This is an optimization exercise on Yosys and OpenROAD, whose aim is small area, not a production implementation. In this exercise RTL edits were held to simulation tests only and were not proved equivalent to the original. Power and IR drop assume default switching activity.

File: design/flow/design.v
module D_ff(
    input D,
    input clk,
    input reset,
    output reg Q
    );
    always @ (posedge clk or posedge reset) begin
     if(reset==1'b1)begin
        Q <= 1'b0; 
     end
     else begin
       Q <= D; 
     end
    end 
endmodule
module T_FF(
    input T,
    input clk,
    input reset,
    input enable,
    output reg Q
    );
    always @ (posedge clk or posedge reset) begin
     if(reset==1'b1)begin
        Q <= 1'b0; 
     end
     else begin
        if (T == 1'b1 & enable == 1'b1) begin
            Q <= ~Q;
        end
        else begin
            Q <= Q;
        end 
     end
    end 
endmodule
module decoder(
    input [2:0] F,
    output [6:0] O
    );
    assign O[0] = ~F[2] & ~F[1] & ~F[0];
    assign O[1] = ~F[2] & ~F[1] & F[0];
    assign O[2] = ~F[2] & F[1] & ~F[0];
    assign O[3] = ~F[2] & F[1] & F[0];
    assign O[4] = F[2] & ~F[1] & ~F[0];
    assign O[5] = F[2] & ~F[1] & F[0];
    assign O[6] = F[2] & F[1] & ~F[0];
endmodule
module cell_selector(
    input F,
    input E,
    input D,
    input C,
    input B,
    input A,
    output [2:0] X
    );
    assign X[0] = ~F | (~D & E) | (~B & C);
    assign X[1] = (~D & F) | (~A &  B);
    assign X[2] = ~A & D;
endmodule
module cell_fsm(
    input column,
    input cell_,
    input change,
    input player_colour,
    input clk,
    input reset,
    input [1:0] win,
    output [1:0] cell_colour
    );
    wire col_cel_change;
    assign col_cel_change = column & cell_ & change;
    wire D2;
    wire D1;
    assign D2 = col_cel_change | cell_colour[1] | win[1];
    D_ff ff2(D2, clk, reset, cell_colour[1]);
    D_ff ff1(D1, clk, reset, cell_colour[0]);
    assign D1 = (win[1] & win[0]) | (cell_colour[0] & ~win[1]) | (~cell_colour[1] & player_colour & col_cel_change & ~win[1]);
endmodule
module column(
    input column_,
    input player_colour,
    input change,
    input [1:0] win,
    input clk,
    input reset,
    output [11:0] column_vector
    );
    wire [2:0] X;
    wire [6:0] O;
    wire [5:0] cell_occupied;
    assign cell_occupied[5] = column_vector[11];
    assign cell_occupied[4] = column_vector[9];
    assign cell_occupied[3] = column_vector[7];
    assign cell_occupied[2] = column_vector[5];
    assign cell_occupied[1] = column_vector[3];
    assign cell_occupied[0] = column_vector[1];
    cell_fsm c0(column_, O[1], change, player_colour, clk, reset, win, column_vector[1:0]);
    cell_fsm c1(column_, O[2], change, player_colour, clk, reset, win, column_vector[3:2]);
    cell_fsm c2(column_, O[3], change, player_colour, clk, reset, win, column_vector[5:4]);
    cell_fsm c3(column_, O[4], change, player_colour, clk, reset, win, column_vector[7:6]);
    cell_fsm c4(column_, O[5], change, player_colour, clk, reset, win, column_vector[9:8]);
    cell_fsm c5(column_, O[6], change, player_colour, clk, reset, win, column_vector[11:10]);
    cell_selector sel(cell_occupied[0], cell_occupied[1], cell_occupied[2], cell_occupied[3], cell_occupied[4], cell_occupied[5], X);
    decoder d1(X, O);
endmodule
module matrix(
    input [6:0] O,
    input player_colour,
    input change,
    input clk,
    input reset,
    input [1:0] win,
    output [11:0] col1,
    output [11:0] col2,
    output [11:0] col3,
    output [11:0] col4,
    output [11:0] col5,
    output [11:0] col6,
    output [11:0] col7
    );
    column c1(O[0], player_colour, change, win, clk, reset, col1);
    column c2(O[1], player_colour, change, win, clk, reset, col2);
    column c3(O[2], player_colour, change, win, clk, reset, col3);
    column c4(O[3], player_colour, change, win, clk, reset, col4);
    column c5(O[4], player_colour, change, win, clk, reset, col5);
    column c6(O[5], player_colour, change, win, clk, reset, col6);
    column c7(O[6], player_colour, change, win, clk, reset, col7);
endmodule
module column_choosing_FSM(
    input right,
    input left,
    input reset,
    input clk,
    input sel_column,
    output [2:0] A
    );
    wire t0;
    wire t1;
    wire t2;
    assign t0 = (~A[2] & right & ~left) | (~A[1] & right & ~left) | (A[0] & ~right & left) | (A[1] & ~right & left) | (A[2] & ~right & left);
    assign t1 = (~A[0] & ~right & left) | (A[0] & right & ~left) | (A[2] & A[1] & right & ~left);
    assign t2 = (~A[1] & ~A[0] & ~right & left) | (A[1] & A[0] & right & ~left) | (A[2] & A[1] & right & ~left);
    T_FF tff0(t0, clk, reset, sel_column, A[0]);
    T_FF tff1(t1, clk, reset, sel_column, A[1]);
    T_FF tff2(t2, clk, reset, sel_column, A[2]);
endmodule
module cell_check(
    input [1:0] c1,
    input [1:0] c2,
    input [1:0] c3,
    input [1:0] c4,
    output [1:0] win
    );
    wire blue_win;
    wire red_win;
    reg [1:0] win_;
    and g1(red_win, c1[1], c2[1], c3[1], c4[1], c1[0], c2[0], c3[0], c4[0]);
    and g2(blue_win, c1[1], c2[1], c3[1], c4[1], ~c1[0], ~c2[0], ~c3[0], ~c4[0]);
    always @ (*) begin
        if (blue_win) begin
            win_ = 2'b10;  
        end
        else if (red_win) begin
            win_ = 2'b11;
        end
        else begin
            win_ = 2'b00;
        end 
    end
    assign win = win_;
endmodule
module win_check(
    input [11:0] col1,
    input [11:0] col2,
    input [11:0] col3,
    input [11:0] col4,
    input [11:0] col5,
    input [11:0] col6,
    input [11:0] col7,
    input clk,
    output [1:0]win
    );
    wire [1:0] win_c [68:0];
    reg [1:0] m_ [41:0];
    always @ (*) begin
        m_[0] = col1[1:0];
        m_[1] = col1[3:2];
        m_[2] = col1[5:4];
        m_[3] = col1[7:6];
        m_[4] = col1[9:8];
        m_[5] = col1[11:10];
        m_[6] = col2[1:0];
        m_[7] = col2[3:2];
        m_[8] = col2[5:4];
        m_[9] = col2[7:6];
        m_[10] = col2[9:8];
        m_[11] = col2[11:10];
        m_[12] = col3[1:0];
        m_[13] = col3[3:2];
        m_[14] = col3[5:4];
        m_[15] = col3[7:6];
        m_[16] = col3[9:8];
        m_[17] = col3[11:10];
        m_[18] = col4[1:0];
        m_[19] = col4[3:2];
        m_[20] = col4[5:4];
        m_[21] = col4[7:6];
        m_[22] = col4[9:8];
        m_[23] = col4[11:10];
        m_[24] = col5[1:0];
        m_[25] = col5[3:2];
        m_[26] = col5[5:4];
        m_[27] = col5[7:6];
        m_[28] = col5[9:8];
        m_[29] = col5[11:10];
        m_[30] = col6[1:0];
        m_[31] = col6[3:2];
        m_[32] = col6[5:4];
        m_[33] = col6[7:6];
        m_[34] = col6[9:8];
        m_[35] = col6[11:10];
        m_[36] = col7[1:0];
        m_[37] = col7[3:2];
        m_[38] = col7[5:4];
        m_[39] = col7[7:6];
        m_[40] = col7[9:8];
        m_[41] = col7[11:10];
    end
    cell_check m0(m_[0], m_[1], m_[2], m_[3], win_c[0]);
    cell_check m1(m_[1], m_[2], m_[3], m_[4], win_c[1]);
    cell_check m2(m_[2], m_[3], m_[4], m_[5], win_c[2]);
    cell_check m3(m_[6], m_[7], m_[8], m_[9], win_c[3]);
    cell_check m4(m_[7], m_[8], m_[9], m_[10], win_c[4]);
    cell_check m5(m_[8], m_[9], m_[10], m_[11], win_c[5]);
    cell_check m6(m_[12], m_[13], m_[14], m_[15], win_c[6]);
    cell_check m7(m_[13], m_[14], m_[15], m_[16], win_c[7]);
    cell_check m8(m_[14], m_[15], m_[16], m_[17], win_c[8]);
    cell_check m9(m_[18], m_[19], m_[20], m_[21], win_c[9]);
    cell_check m10(m_[19], m_[20], m_[21], m_[22], win_c[10]);
    cell_check m11(m_[20], m_[21], m_[22], m_[23], win_c[11]);
    cell_check m12(m_[24], m_[25], m_[26], m_[27], win_c[12]);
    cell_check m13(m_[25], m_[26], m_[27], m_[28], win_c[13]);
    cell_check m14(m_[26], m_[27], m_[28], m_[29], win_c[14]);
    cell_check m15(m_[30], m_[31], m_[32], m_[33], win_c[15]);
    cell_check m16(m_[31], m_[32], m_[33], m_[34], win_c[16]);
    cell_check m17(m_[32], m_[33], m_[34], m_[35], win_c[17]);
    cell_check m18(m_[36], m_[37], m_[38], m_[39], win_c[18]);
    cell_check m19(m_[37], m_[38], m_[39], m_[40], win_c[19]);
    cell_check m20(m_[38], m_[39], m_[40], m_[41], win_c[20]);
    cell_check m21(m_[0], m_[6], m_[12], m_[18], win_c[21]);
    cell_check m22(m_[6], m_[12], m_[18], m_[24], win_c[22]);
    cell_check m23(m_[12], m_[18], m_[24], m_[30], win_c[23]);
    cell_check m24(m_[18], m_[24], m_[30], m_[36], win_c[24]);
    cell_check m25(m_[1], m_[7], m_[13], m_[19], win_c[25]);
    cell_check m26(m_[7], m_[13], m_[19], m_[25], win_c[26]);
    cell_check m27(m_[13], m_[19], m_[25], m_[31], win_c[27]);
    cell_check m28(m_[19], m_[25], m_[31], m_[37], win_c[28]);
    cell_check m29(m_[2], m_[8], m_[14], m_[20], win_c[29]);
    cell_check m30(m_[8], m_[14], m_[20], m_[26], win_c[30]);
    cell_check m31(m_[14], m_[20], m_[26], m_[32], win_c[31]);
    cell_check m32(m_[20], m_[26], m_[32], m_[38], win_c[32]);
    cell_check m33(m_[3], m_[9], m_[15], m_[21], win_c[33]);
    cell_check m34(m_[9], m_[15], m_[21], m_[27], win_c[34]);
    cell_check m35(m_[15], m_[21], m_[27], m_[33], win_c[35]);
    cell_check m36(m_[21], m_[27], m_[33], m_[39], win_c[36]);
    cell_check m37(m_[4], m_[10], m_[16], m_[22], win_c[37]);
    cell_check m38(m_[10], m_[16], m_[22], m_[28], win_c[38]);
    cell_check m39(m_[16], m_[22], m_[28], m_[34], win_c[39]);
    cell_check m40(m_[22], m_[28], m_[34], m_[40], win_c[40]);
    cell_check m41(m_[5], m_[11], m_[17], m_[23], win_c[41]);
    cell_check m42(m_[11], m_[17], m_[23], m_[29], win_c[42]);
    cell_check m43(m_[17], m_[23], m_[29], m_[35], win_c[43]);
    cell_check m44(m_[23], m_[29], m_[35], m_[41], win_c[44]);
    cell_check m45(m_[2], m_[9], m_[16], m_[23], win_c[45]);
    cell_check m46(m_[1], m_[8], m_[15], m_[22], win_c[46]);
    cell_check m47(m_[8], m_[15], m_[22], m_[29], win_c[47]);
    cell_check m48(m_[0], m_[7], m_[14], m_[21], win_c[48]);
    cell_check m49(m_[7], m_[14], m_[21], m_[28], win_c[49]);
    cell_check m50(m_[14], m_[21], m_[28], m_[35], win_c[50]);
    cell_check m51(m_[6], m_[13], m_[20], m_[27], win_c[51]);
    cell_check m52(m_[13], m_[20], m_[27], m_[34], win_c[52]);
    cell_check m53(m_[20], m_[27], m_[34], m_[41], win_c[53]);
    cell_check m54(m_[12], m_[19], m_[26], m_[33], win_c[54]);
    cell_check m55(m_[19], m_[26], m_[33], m_[40], win_c[55]);
    cell_check m56(m_[18], m_[25], m_[32], m_[39], win_c[56]);
    cell_check m57(m_[3], m_[8], m_[13], m_[18], win_c[57]);
    cell_check m58(m_[4], m_[9], m_[14], m_[19], win_c[58]);
    cell_check m59(m_[9], m_[14], m_[19], m_[24], win_c[59]);
    cell_check m60(m_[5], m_[10], m_[15], m_[20], win_c[60]);
    cell_check m61(m_[10], m_[15], m_[20], m_[25], win_c[61]);
    cell_check m62(m_[15], m_[20], m_[25], m_[30], win_c[62]);
    cell_check m63(m_[11], m_[16], m_[21], m_[26], win_c[63]);
    cell_check m64(m_[16], m_[21], m_[26], m_[31], win_c[64]);
    cell_check m65(m_[21], m_[26], m_[31], m_[36], win_c[65]);
    cell_check m66(m_[17], m_[22], m_[27], m_[32], win_c[66]);
    cell_check m67(m_[22], m_[27], m_[32], m_[37], win_c[67]);
    cell_check m68(m_[23], m_[28], m_[33], m_[38], win_c[68]);
    assign win[0] = win_c[0][0] || 
                    win_c[1][0] || 
                    win_c[2][0] || 
                    win_c[3][0] || 
                    win_c[4][0] || 
                    win_c[5][0] || 
                    win_c[6][0] || 
                    win_c[7][0] || 
                    win_c[8][0] || 
                    win_c[9][0] || 
                    win_c[10][0] || 
                    win_c[11][0] || 
                    win_c[12][0] || 
                    win_c[13][0] || 
                    win_c[14][0] || 
                    win_c[15][0] || 
                    win_c[16][0] || 
                    win_c[17][0] || 
                    win_c[18][0] || 
                    win_c[19][0] || 
                    win_c[20][0] || 
                    win_c[21][0] || 
                    win_c[22][0] || 
                    win_c[23][0] || 
                    win_c[24][0] || 
                    win_c[25][0] || 
                    win_c[26][0] || 
                    win_c[27][0] || 
                    win_c[28][0] || 
                    win_c[29][0] || 
                    win_c[30][0] || 
                    win_c[31][0] || 
                    win_c[32][0] || 
                    win_c[33][0] || 
                    win_c[34][0] || 
                    win_c[35][0] || 
                    win_c[36][0] || 
                    win_c[37][0] || 
                    win_c[38][0] || 
                    win_c[39][0] || 
                    win_c[40][0] || 
                    win_c[41][0] || 
                    win_c[42][0] || 
                    win_c[43][0] || 
                    win_c[44][0] || 
                    win_c[45][0] || 
                    win_c[46][0] || 
                    win_c[47][0] || 
                    win_c[48][0] || 
                    win_c[49][0] || 
                    win_c[50][0] || 
                    win_c[51][0] || 
                    win_c[52][0] || 
                    win_c[53][0] || 
                    win_c[54][0] || 
                    win_c[55][0] || 
                    win_c[56][0] || 
                    win_c[57][0] || 
                    win_c[58][0] || 
                    win_c[59][0] || 
                    win_c[60][0] || 
                    win_c[61][0] || 
                    win_c[62][0] || 
                    win_c[63][0] || 
                    win_c[64][0] || 
                    win_c[65][0] || 
                    win_c[66][0] || 
                    win_c[67][0] || 
                    win_c[68][0];
    assign win[1] = win_c[0][1] || 
                    win_c[1][1] || 
                    win_c[2][1] || 
                    win_c[3][1] || 
                    win_c[4][1] || 
                    win_c[5][1] || 
                    win_c[6][1] || 
                    win_c[7][1] || 
                    win_c[8][1] || 
                    win_c[9][1] || 
                    win_c[10][1] || 
                    win_c[11][1] || 
                    win_c[12][1] || 
                    win_c[13][1] || 
                    win_c[14][1] || 
                    win_c[15][1] || 
                    win_c[16][1] || 
                    win_c[17][1] || 
                    win_c[18][1] || 
                    win_c[19][1] || 
                    win_c[20][1] || 
                    win_c[21][1] || 
                    win_c[22][1] || 
                    win_c[23][1] || 
                    win_c[24][1] || 
                    win_c[25][1] || 
                    win_c[26][1] || 
                    win_c[27][1] || 
                    win_c[28][1] || 
                    win_c[29][1] || 
                    win_c[30][1] || 
                    win_c[31][1] || 
                    win_c[32][1] || 
                    win_c[33][1] || 
                    win_c[34][1] || 
                    win_c[35][1] || 
                    win_c[36][1] || 
                    win_c[37][1] || 
                    win_c[38][1] || 
                    win_c[39][1] || 
                    win_c[40][1] || 
                    win_c[41][1] || 
                    win_c[42][1] || 
                    win_c[43][1] || 
                    win_c[44][1] || 
                    win_c[45][1] || 
                    win_c[46][1] || 
                    win_c[47][1] || 
                    win_c[48][1] || 
                    win_c[49][1] || 
                    win_c[50][1] || 
                    win_c[51][1] || 
                    win_c[52][1] || 
                    win_c[53][1] || 
                    win_c[54][1] || 
                    win_c[55][1] || 
                    win_c[56][1] || 
                    win_c[57][1] || 
                    win_c[58][1] || 
                    win_c[59][1] || 
                    win_c[60][1] || 
                    win_c[61][1] || 
                    win_c[62][1] || 
                    win_c[63][1] || 
                    win_c[64][1] || 
                    win_c[65][1] || 
                    win_c[66][1] || 
                    win_c[67][1] || 
                    win_c[68][1];
endmodule
module update_and_check_win(
    input player_colour,
    input change,
    input sel_column,
    input right,
    input left,
    input clk,
    input reset,
    output [1:0] win,
    output [11:0] col1,
    output [11:0] col2,
    output [11:0] col3,
    output [11:0] col4,
    output [11:0] col5,
    output [11:0] col6,
    output [11:0] col7,
    output [2:0] A
    );
    wire [6:0] O;
    column_choosing_FSM FSM(right, left, reset, clk, sel_column, A);
    decoder d2(A, O);
    matrix m(O, player_colour, change, clk, reset, win, col1, col2, col3, col4, col5, col6, col7);
    win_check wc(col1, col2, col3, col4, col5, col6, col7, clk, win);
endmodule
module game_FSM(
    input clk,
    input reset,
    input enter,
    input [1:0] win,
    output change,
    output sel_column
    );
    wire q2;
    wire q1;
    wire d2;
    wire d1;
    wire won;
    assign won = win[1];
    assign d1 = (~q1 & enter) | (q1 & ~enter) | (q2 & ~q1);
    assign d2 = (~q2 & q1 & enter) | (q2 & ~q1 & won) | (q2 & q1 & ~enter);
    D_ff ff1(d1, clk, reset, q1);
    D_ff ff2(d2, clk, reset, q2);
    assign change = q2 & ~q1;
    assign sel_column = ~q2 & q1;
endmodule
module game(
    input clk,
    input reset,
    input right,
    input left,
    input enter,
    output [11:0] col1,
    output [11:0] col2,
    output [11:0] col3,
    output [11:0] col4,
    output [11:0] col5,
    output [11:0] col6,
    output [11:0] col7,
    output [2:0] A,
    output player_colour,
    output change,
    output sel_column,
    output [1:0] win
    );
    T_FF player(change, clk, reset, change, player_colour);
    game_FSM mainfsm(clk, reset, enter, win, change, sel_column);
    update_and_check_win checker_u(player_colour, change, sel_column, right, left, clk, reset, win, col1, col2, col3, col4, col5, col6, col7, A);
endmodule
module clk_div(clk,reset,pix_en);
  parameter div_value=1;
  input clk;
  input reset;
  output pix_en;
  reg clk_d;
  reg count;
  always @(posedge clk or posedge reset)
    begin
      if (reset)
        count<=0;
      else if (count==div_value)
        count<=0;
      else
        count<=count+1;
    end
  always @(posedge clk or posedge reset)
    begin
      if (reset)
        clk_d<=0;
      else if (count==div_value)
        clk_d<=~clk_d;
    end
  assign pix_en = (count==div_value) & ~clk_d;
endmodule
module Counter_10bit(clk,reset,en,h_count,trig_v);
  input clk;
  input reset;
  input en;
  output [9:0] h_count;
  output trig_v;
  reg [9:0] h_count;
  reg trig_v;
  always @ (posedge clk or posedge reset)
    begin 
      if (reset)
        begin
          h_count<=0;
          trig_v<=0;
        end
      else if (en)
        begin
          if (h_count <799)
            begin
              h_count<=h_count+1;
              trig_v<=0;
            end
          else
            begin
              h_count<=0;
              trig_v<=1;
            end
        end
    end
endmodule
module v_Counter(clk,reset,en,v_enable,v_count);
  input clk;
  input reset;
  input en;
  input v_enable;
  output [9:0] v_count;
  reg [9:0] v_count;
  always @ (posedge clk or posedge reset)
    begin 
      if (reset)
        v_count<=0;
      else if (en && v_enable == 1) 
        begin
          if (v_count<524)
            begin
              v_count<=v_count+1;
            end
          else
            begin
              v_count<=0;
            end
        end
    end
endmodule
module vga_sync(
  input [9:0] h_count,
  input [9:0] v_count,
  output h_sync,
  output v_sync,
  output video_on,
  output [9:0] x_loc,
  output [9:0] y_loc);
  localparam HD = 640;
  localparam HF = 16;
  localparam HB = 48;
  localparam HR = 96;
  localparam VD = 480;
  localparam VF = 10;
  localparam VB = 33;
  localparam VR = 2;
  assign video_on = (h_count<640 && v_count<480);
  assign h_sync = ~(h_count>=656 && h_count<752) ;
  assign v_sync = ~(v_count>=490 && v_count<492) ;
  assign x_loc = h_count;
  assign y_loc = v_count;
endmodule
module pixel_gen(
  input clk,
  input reset,
  input en,
  input [9:0] pixel_x,
  input [9:0] pixel_y,
  input video_on,
  input [11:0] col1,
  input [11:0] col2,
  input [11:0] col3,
  input [11:0] col4,
  input [11:0] col5,
  input [11:0] col6,
  input [11:0] col7,
  input [2:0] A,
  input player_colour,
  output reg [3:0] red,
  output reg [3:0] green,
  output reg [3:0] blue
);
    wire [11:0] col [6:0];
    assign col[6] = col7;
    assign col[5] = col6;
    assign col[4] = col5;
    assign col[3] = col4;
    assign col[2] = col3;
    assign col[1] = col2;
    assign col[0] = col1;
    integer col_num;
    integer row_num1;
    integer row_num2;
    reg occupied;
    reg colour;
    reg [3:0] red_n;
    reg [3:0] green_n;
    reg [3:0] blue_n;
  always @(posedge clk or posedge reset) begin
    if (reset) begin
      red <= 4'h0;
      green <= 4'h0;
      blue <= 4'h0;
    end
    else if (en) begin
      red <= red_n;
      green <= green_n;
      blue <= blue_n;
    end
  end
  always @(*) begin
    occupied = 1'b0;
    colour = 1'b0;
    if (pixel_x >=1 && pixel_x <=90)
        col_num = 0;
    else if (pixel_x >=93 && pixel_x <=181)
        col_num = 1;
    else if (pixel_x >=184 && pixel_x <=273)
        col_num = 2;
    else if (pixel_x >=276 && pixel_x <=364)
        col_num = 3;
    else if (pixel_x >=367 && pixel_x <=456)
        col_num = 4;
    else if (pixel_x >=459 && pixel_x <=547)
        col_num = 5;
    else if (pixel_x >=550 && pixel_x <=638)
        col_num = 6;
    else
        col_num = -1;
    if (pixel_y >=1 && pixel_y <= 67) begin
        row_num1 = 0;
        row_num2 = 1;
    end
    else if (pixel_y >=70 && pixel_y <= 136) begin
        row_num1 = 2;
        row_num2 = 3;
    end
    else if (pixel_y >=139 && pixel_y <= 204) begin
        row_num1 = 4;
        row_num2 = 5;
    end
    else if (pixel_y >=207 && pixel_y <= 273) begin
        row_num1 = 6;
        row_num2 = 7;
    end
    else if (pixel_y >=276 && pixel_y <= 341) begin
        row_num1 = 8;
        row_num2 = 9;
    end
    else if (pixel_y >=344 && pixel_y <= 410) begin
        row_num1 = 10;
        row_num2 = 11;
    end
    else begin
        row_num1 = -1;
        row_num2 = -1;
    end
    if (
    (pixel_x ==0) || (pixel_x ==639) ||
    (((pixel_x ==91) || (pixel_x ==92) ||
    (pixel_x ==182) || (pixel_x ==183) ||
    (pixel_x ==274) || (pixel_x ==275) ||
    (pixel_x ==365) || (pixel_x ==366) ||
    (pixel_x ==457) || (pixel_x ==458) ||
    (pixel_x ==548) || (pixel_x ==549)) && (pixel_y >=69)) ||
    (pixel_y ==0) || (pixel_y ==479) ||
    (pixel_y ==68) || (pixel_y ==69) ||
    (pixel_y ==137) || (pixel_y ==138) ||
    (pixel_y ==205) || (pixel_y ==206) ||
    (pixel_y ==274) || (pixel_y ==275) ||
    (pixel_y ==342) || (pixel_y ==343) ||
    (pixel_y ==411) || (pixel_y ==412)
    ) 
      begin
      	red_n = 4'hF;
      	green_n = 4'hF;
      	blue_n = 4'hF;
      end
    else if (video_on && (col_num >= 0 && row_num1 >= 0 && row_num2 >= 0))
      begin
        occupied = col[col_num][row_num2];
        colour = col[col_num][row_num1];
        if (occupied == 1'b0) begin
            red_n = (4'h0);
            green_n = (4'h0);
            blue_n = (4'h0);
        end
        else if (colour == 1'b0) begin
            red_n = (4'h0);
            green_n = (4'h0);
            blue_n = (4'hF);
        end
        else begin
            red_n = (4'hF);
            green_n = (4'h0);
            blue_n = (4'h0);
        end
      end
    else if ((col_num == 0 && A == 3'd0  || col_num == 1 && A == 3'd1 || col_num == 2 && A == 3'd2 || col_num == 3 && A == 3'd3 || col_num == 4 && A == 3'd4 || col_num == 5 && A == 3'd5 || col_num == 6 && A == 3'd6)&& video_on) begin
        if (player_colour) begin
            red_n = (4'hF);
            green_n = (4'h0);
            blue_n = (4'h0);
        end
        else begin
            red_n = (4'h0);
            green_n = (4'h0);
            blue_n = (4'hF);
        end
    end
    else
      begin
        red_n = (4'h0);
        green_n = (4'h0);
        blue_n = (4'h0);
      end
  end
endmodule
module vga_controller(clk, reset, A, player_colour, col1, col2, col3, col4, col5, col6, col7, h_sync,v_sync,red,green,blue);
  input clk;
  input reset;
  input [2:0] A;
  input player_colour;
  input [11:0] col1;
  input [11:0] col2;
  input [11:0] col3;
  input [11:0] col4;
  input [11:0] col5;
  input [11:0] col6;
  input [11:0] col7;
  output h_sync;
  output v_sync;
  output [3:0] red;
  output [3:0] green;
  output [3:0] blue;
  wire [9:0] h_counts;
  wire [9:0] v_counts;
  wire pix_en;
  wire trig_V;
  wire video_ON;
  wire [9:0] X_loc;
  wire [9:0] Y_loc;
  clk_div clock(.clk(clk),.reset(reset),.pix_en(pix_en));
  Counter_10bit h_ct(.clk(clk),.reset(reset),.en(pix_en),.h_count(h_counts),.trig_v(trig_V));
  v_Counter v1(.clk(clk),.reset(reset),.en(pix_en),.v_enable(trig_V),.v_count(v_counts));
  vga_sync vg(.h_count(h_counts),.v_count(v_counts),.h_sync(h_sync),.v_sync(v_sync),.video_on(video_ON),.x_loc(X_loc),.y_loc(Y_loc));
  pixel_gen p1(.clk(clk),.reset(reset),.en(pix_en),.pixel_x(X_loc),.pixel_y(Y_loc),.video_on(video_ON),.red(red),.green(green),.blue(blue), .col1(col1), .col2(col2), .col3(col3), .col4(col4), .col5(col5), .col6(col6), .col7(col7), .A(A), .player_colour(player_colour));
endmodule
module connect4(
    input clk,
    input reset,
    input right,
    input left,
    input enter,
    output h_sync,
    output v_sync,
    output [3:0] red,
    output [3:0] green,
    output [3:0] blue,
    output [1:0] win
    );
    wire [11:0] col1, col2, col3, col4, col5, col6, col7;
    wire [2:0] A;
    wire player_colour;
    wire change;
    wire sel_column;
    game g(clk, reset, right, left, enter, col1, col2, col3, col4, col5, col6, col7, A, player_colour, change, sel_column, win);
    vga_controller vga(clk, reset, A, player_colour, col1, col2, col3, col4, col5, col6, col7, h_sync, v_sync, red, green, blue);
endmodule
File: design/flow/run.sh
#!/bin/bash
# synth_recipe.tcl (not shown) runs the flow's synth.tcl, then flattens the netlist and writes it again
# the make line also repeats each setting of config.mk as NAME=value (left out here)
make -C /OpenROAD-flow-scripts/flow DESIGN_CONFIG=/design/flow/config.mk WORK_HOME=/design/flow/orfs CLKGATE_MAP_FILE= SYNTH_SCRIPT=/design/flow/synth_recipe.tcl finish
File: design/flow/constraint.sdc
create_clock -name core_clock -period 10.0 [get_ports {clk}]
set_input_delay 2.0000 -clock core_clock [delete_from_list [all_inputs] [get_ports {clk}]]
set_output_delay 2.0000 -clock core_clock [all_outputs]
set_load 0.01 [all_outputs]
File: design/flow/config.mk
export PLATFORM = sky130hd
export DESIGN_NAME = connect4
export DESIGN_NICKNAME = connect4
export VERILOG_FILES = /design/flow/design.v
export SDC_FILE = /design/flow/constraint.sdc
export NUM_CORES = 4
export LEC_CHECK = 0
export CAP_MARGIN = 20
export CORE_MARGIN = 2
export CORE_UTILIZATION = 40
export SLEW_MARGIN = 20
==> reports/summary.md <==
The run finished with no timing, DRC or antenna violations. For the finished layout, the period the worst path requires is 5.53 ns. The sequential fraction of the synthesis area is 0.320, and the worst relative slew slack is 0.421. The worst path buffer plus inverter count is 1. The repair_antennas step left the layout with diodes totalling 0. The count of buffers added on input and output ports is 20. The tools report the number of max-cap violations as 0. The most used flip-flop cell after synthesis was sky130_fd_sc_hd__dfrtp_1. After filler insertion, the fill cell instance count of the layout stands at 2292.

Clock tree root driver cell: sky130_fd_sc_hd__clkbuf_16. The pin count of the biggest net entering global routing is 86, and the first-pass GRT wire length is 57600 um. The synthesized netlist contains 85 unique library cells. The areal power density over the cells is 123 nW/um2, and the first-iteration detailed-routing DRC count is 1579. The run gives 21 as the top-level port count. The synthesized net count was 1197. The tools report the total design power as 1200 uW.

The endpoint kind of the worst setup timing path was a primary output. STA puts the critical path data arrival time at 3.53 ns. In the final layout, the registers with the most flip-flops are vga.h_ct.h_count (10), vga.v1.v_count (10).

The die covers 23900 um2. The analysis attributes to cell leakage a power of 0.00376 uW. The number of warnings reported in the yosys synthesis log was 10. At the worst endpoint, the required time is 8.00 ns.

In this run, CTS created clock tree buffers numbering 17. The post-detailed-route count of antenna-violating nets is 0, and the cell area after layout is 9730 um2. Cell internal power was estimated by the tool at 862 uW. The run gives 9190 um2 as the instance area at placement. The sequential cell fraction of total power was 0.433. The final route contains 9806 vias. Setup violations remaining at the end of the flow were counted as 0. The total routing usage reported by global routing was 0.314; the flip-flop and latch count after synthesis was 116.

The clock-pin transition on the worst setup and hold timing paths is 0.05 ns. Aggregate negative setup slack: 0 ns. Worst path setup slack after routing: 4.47 ns. The power spent charging and discharging nets is 338 uW. For the maximum number of buffers from clock root to sink, the log shows 2.

From bottom edge to top edge, the die measures 155 um. The average instance in the mapped netlist occupies 7.68 um2. The CTS sink count came out at 116. The logs give 0.483 for the clock power share and 0.44 ns for the clock network latency to the later pin of the worst-skew pair. For the routability congestion estimate from global placement, the log shows 1.10. Detailed placement finished with a half-perimeter wire length of 26500 um. The first-pass iteration count of the detailed router was 7; the switching share of power was 0.282. The run gives 0.083 as the relative contribution of combinational cells to total power.

The worst setup path is launched from a flip-flop. TritonCTS built the clock tree. Count of flip-flops with a built-in enable after synthesis: 0. The share of synthesized flip-flops with an asynchronous set or reset came out at 1.00. In the routed layout, each cell is associated on average with a via count of 6.94.

The worst hold path belongs to the class flip-flop to flip-flop. The cell area after synthesis was 9080 um2; the pre-CTS setup slack was 5.03 ns. The actual transition at the worst max-transition pin is 0.847 ns. The portion of the clock cycle consumed by the worst path in the final layout works out to 0.553.

For the final count of hold timing violations, the log shows 0. The via count of the first global-routing pass was 9350; the layout cell share with drive strength beyond 1 was 0.0488. Once the clock tree was built, the setup fixing pass inserted 0 buffers. The routed length per instance was 26.4 um; the clock skew was 0.0271 ns. The run gives 1183 as the number of cells produced by synthesis. The family with the most delay on the worst path is simple AND/OR/NAND/NOR gates. Sum of routed wire length over all layers: 37200 um. The tools report the final net count as 1131. The number of max-slew violations in the final report was 0; the placeable core area was 22400 um2.

The critical path start-end classification is flip-flop to primary output. The count of hold-fix buffers inserted at cts is 0. The achievable frequency was 181 MHz; the die extent in x was 155 um. The largest individual stage delay along the critical path comes from the cell sky130_fd_sc_hd__dfrtp_1. The delay of the slowest cell on the worst path was 0.59 ns.

The signal on the critical path passes through nand2_1 -> a2111oi_0 -> nor3_1 -> nand4_1 -> a2111oi_0 -> nand2_1 -> or3_2 -> clkdlybuf4s50_1. VDD sags by at most 0.138 mV. The quantity of gates resized following cts came out at 0. Setup repair after global routing left no endpoint under its margin.

The run gives 0.434 as the fraction of the core area covered by cells at the end of the flow. The tools report the site row count as 55. The run gives 0 as the number of design rule violations left after detail routing.

In this run the number of H-tree levels came out at 4. Global routing finished with a remaining overflow of 0. The number of antenna violations at the first check in global routing was 0. The peak fanout along the critical path is 14, and the layout overhead on the synthesized area is 7.15%. For the starting utilization of the core area, the log shows 0.405.
[area by class of cell]
| cell class | instances | area [um2] | share of cell area |
|---|---|---|---|
| clock buffer | 21 | 460 | 0.0473 |
| clock inverter | 9 | 82.6 | 0.00848 |
| inverter | 48 | 183 | 0.0188 |
| multi-input combinational | 907 | 5500 | 0.565 |
| sequential | 116 | 2900 | 0.298 |
| tap | 285 | 357 | 0.0366 |
| timing repair buffer | 27 | 253 | 0.0260 |
[cell usage in the layout (no fill, tap or decap), types with 12 or more instances in the layout]
master | synthesis | routed
sky130_fd_sc_hd__a211o_1 | 31 | 31
sky130_fd_sc_hd__a21oi_1 | 58 | 58
sky130_fd_sc_hd__a22oi_1 | 12 | 12
sky130_fd_sc_hd__a31oi_1 | 19 | 19
sky130_fd_sc_hd__a41oi_1 | 18 | 18
sky130_fd_sc_hd__clkbuf_16 | 0 | 17
sky130_fd_sc_hd__clkdlybuf4s50_1 | 0 | 20
sky130_fd_sc_hd__dfrtp_1 | 116 | 116
sky130_fd_sc_hd__inv_1 | 47 | 46
sky130_fd_sc_hd__nand2_1 | 115 | 115
sky130_fd_sc_hd__nand2b_1 | 17 | 17
sky130_fd_sc_hd__nand3_1 | 31 | 31
sky130_fd_sc_hd__nand4_1 | 49 | 49
sky130_fd_sc_hd__nor2_1 | 138 | 137
sky130_fd_sc_hd__nor2b_1 | 20 | 20
sky130_fd_sc_hd__nor3_1 | 45 | 45
sky130_fd_sc_hd__nor4_1 | 23 | 23
sky130_fd_sc_hd__o211ai_1 | 17 | 17
sky130_fd_sc_hd__o21ai_0 | 75 | 75
sky130_fd_sc_hd__or3_1 | 14 | 13
sky130_fd_sc_hd__or4_1 | 13 | 13
[cell families (layout without fill, tap and decap cells)]
group,count (synthesis),after routing,synth area share
AO/OA/AOI/OAI,360,360,0.285
buffers and inverters,160,105,0.0759
multiplexers,5,5,0.00689
flip-flops,116,116,0.320
adder cells (fa/ha/maj),9,9,0.0124
AND/OR/NAND/NOR,526,526,0.293
XOR/XNOR,7,7,0.00675
[power groups by stage]
| stage | combinational, uW | clock [uW] | sequential (uW) |
|---|---|---|---|
| after CTS | 99.1 | 591 | 519 |
| after floorplan | 85.8 | 0 | 497 |
| after global routing | 113 | 614 | 522 |
| after global placement | 97.6 | 0 | 527 |
| after detailed placement | 98.8 | 0 | 527 |
| final | 100 | 580 | 520 |
[Yosys cell counts (all sizes together) (13+ instances only)]
library cell	instances	area [um2]
nor3	46	235
nor2	138	518
or4	13	97.6
nand2	115	432
a31oi	19	119
a211o	31	272
nor4	23	144
buf	28	194
nor2b	20	125
o211ai	19	153
a21oi	58	290
o21ai	76	384
nand3	31	155
nand2b	17	106
clkbuf	84	315
inv	48	180
dfrtp	116	2900
nand4	49	307
or3	15	98.8
a41oi	18	158
[metal layers]
metal	vias up	track usage	wire, um
li1	4315	-	-
met1	4732	0.443	16200
met2	621	0.450	15400
met3	138	0.0922	3990
met4	0	0.124	1620
met5	-	0.00828	0
[worst register-to-register path: stages (launching register included)]
cell and delay [ns]:
sky130_fd_sc_hd__dfrtp_1 0.83, sky130_fd_sc_hd__inv_2 0.15, sky130_fd_sc_hd__o31a_1 0.37, sky130_fd_sc_hd__a31o_1 0.46, sky130_fd_sc_hd__or3_4 0.48, sky130_fd_sc_hd__or2_1 0.34
sky130_fd_sc_hd__o2111a_1 0.19, sky130_fd_sc_hd__o311a_1 0.34, sky130_fd_sc_hd__or4_1 0.44, sky130_fd_sc_hd__o41ai_2 0.32
[metrics by stage]
step | hold WS (ns) | instances
floorplan | 0.451 | 1183
global placement | 0.468 | 1383
detailed placement | 0.479 | 1383
CTS | 0.493 | 1413
global route | 0.510 | 1413
finish | 0.490 | 1413
[path summary, 6_finish.rpt]
check,startpoint,to,slack [ns],depth (start not counted)
max,g.checker_u.m.c5.c2.ff2.Q,win[1],4.47,8
min,vga.clock.clk_d,vga.clock.clk_d,0.49,1
max in group asynchronous,reset,g.checker_u.m.c6.c4.ff2.Q,6.68,3
max reg2reg,vga.h_ct.h_count[4],vga.p1.red[2],5.98,9
min in group asynchronous,reset,vga.v1.v_count[0],1.99,2
min reg2reg,vga.clock.clk_d,vga.clock.clk_d,0.49,1

re-timing with driven ports:
In the flow no input, the clock included, has a driving cell. The finished layout below was timed again as built, in two steps.
Step 1: set_driving_cell puts a clkbuf_16 on clk and a buf_2 on each other input, an assumption about the parent block.
Step 2 also shifts input and output timing later by t, the mid clock arrival at the registers, as if the neighbouring blocks saw the same clock.
Three values: no drivers, after step 1, after step 2; two values: the first two.
shift t [ns]: 0.472
slack for setup (ns): 4.475 / 4.428 / 4.900
worst hold slack (ns): 0.490 / 0.490 / 0.490
worst slew at a driven data input, ns: 0.06
After both steps setup and hold are still met in this run. For this run, drivers alone change the setup slack by -0.047 ns; drivers and shift together by +0.425 ns.
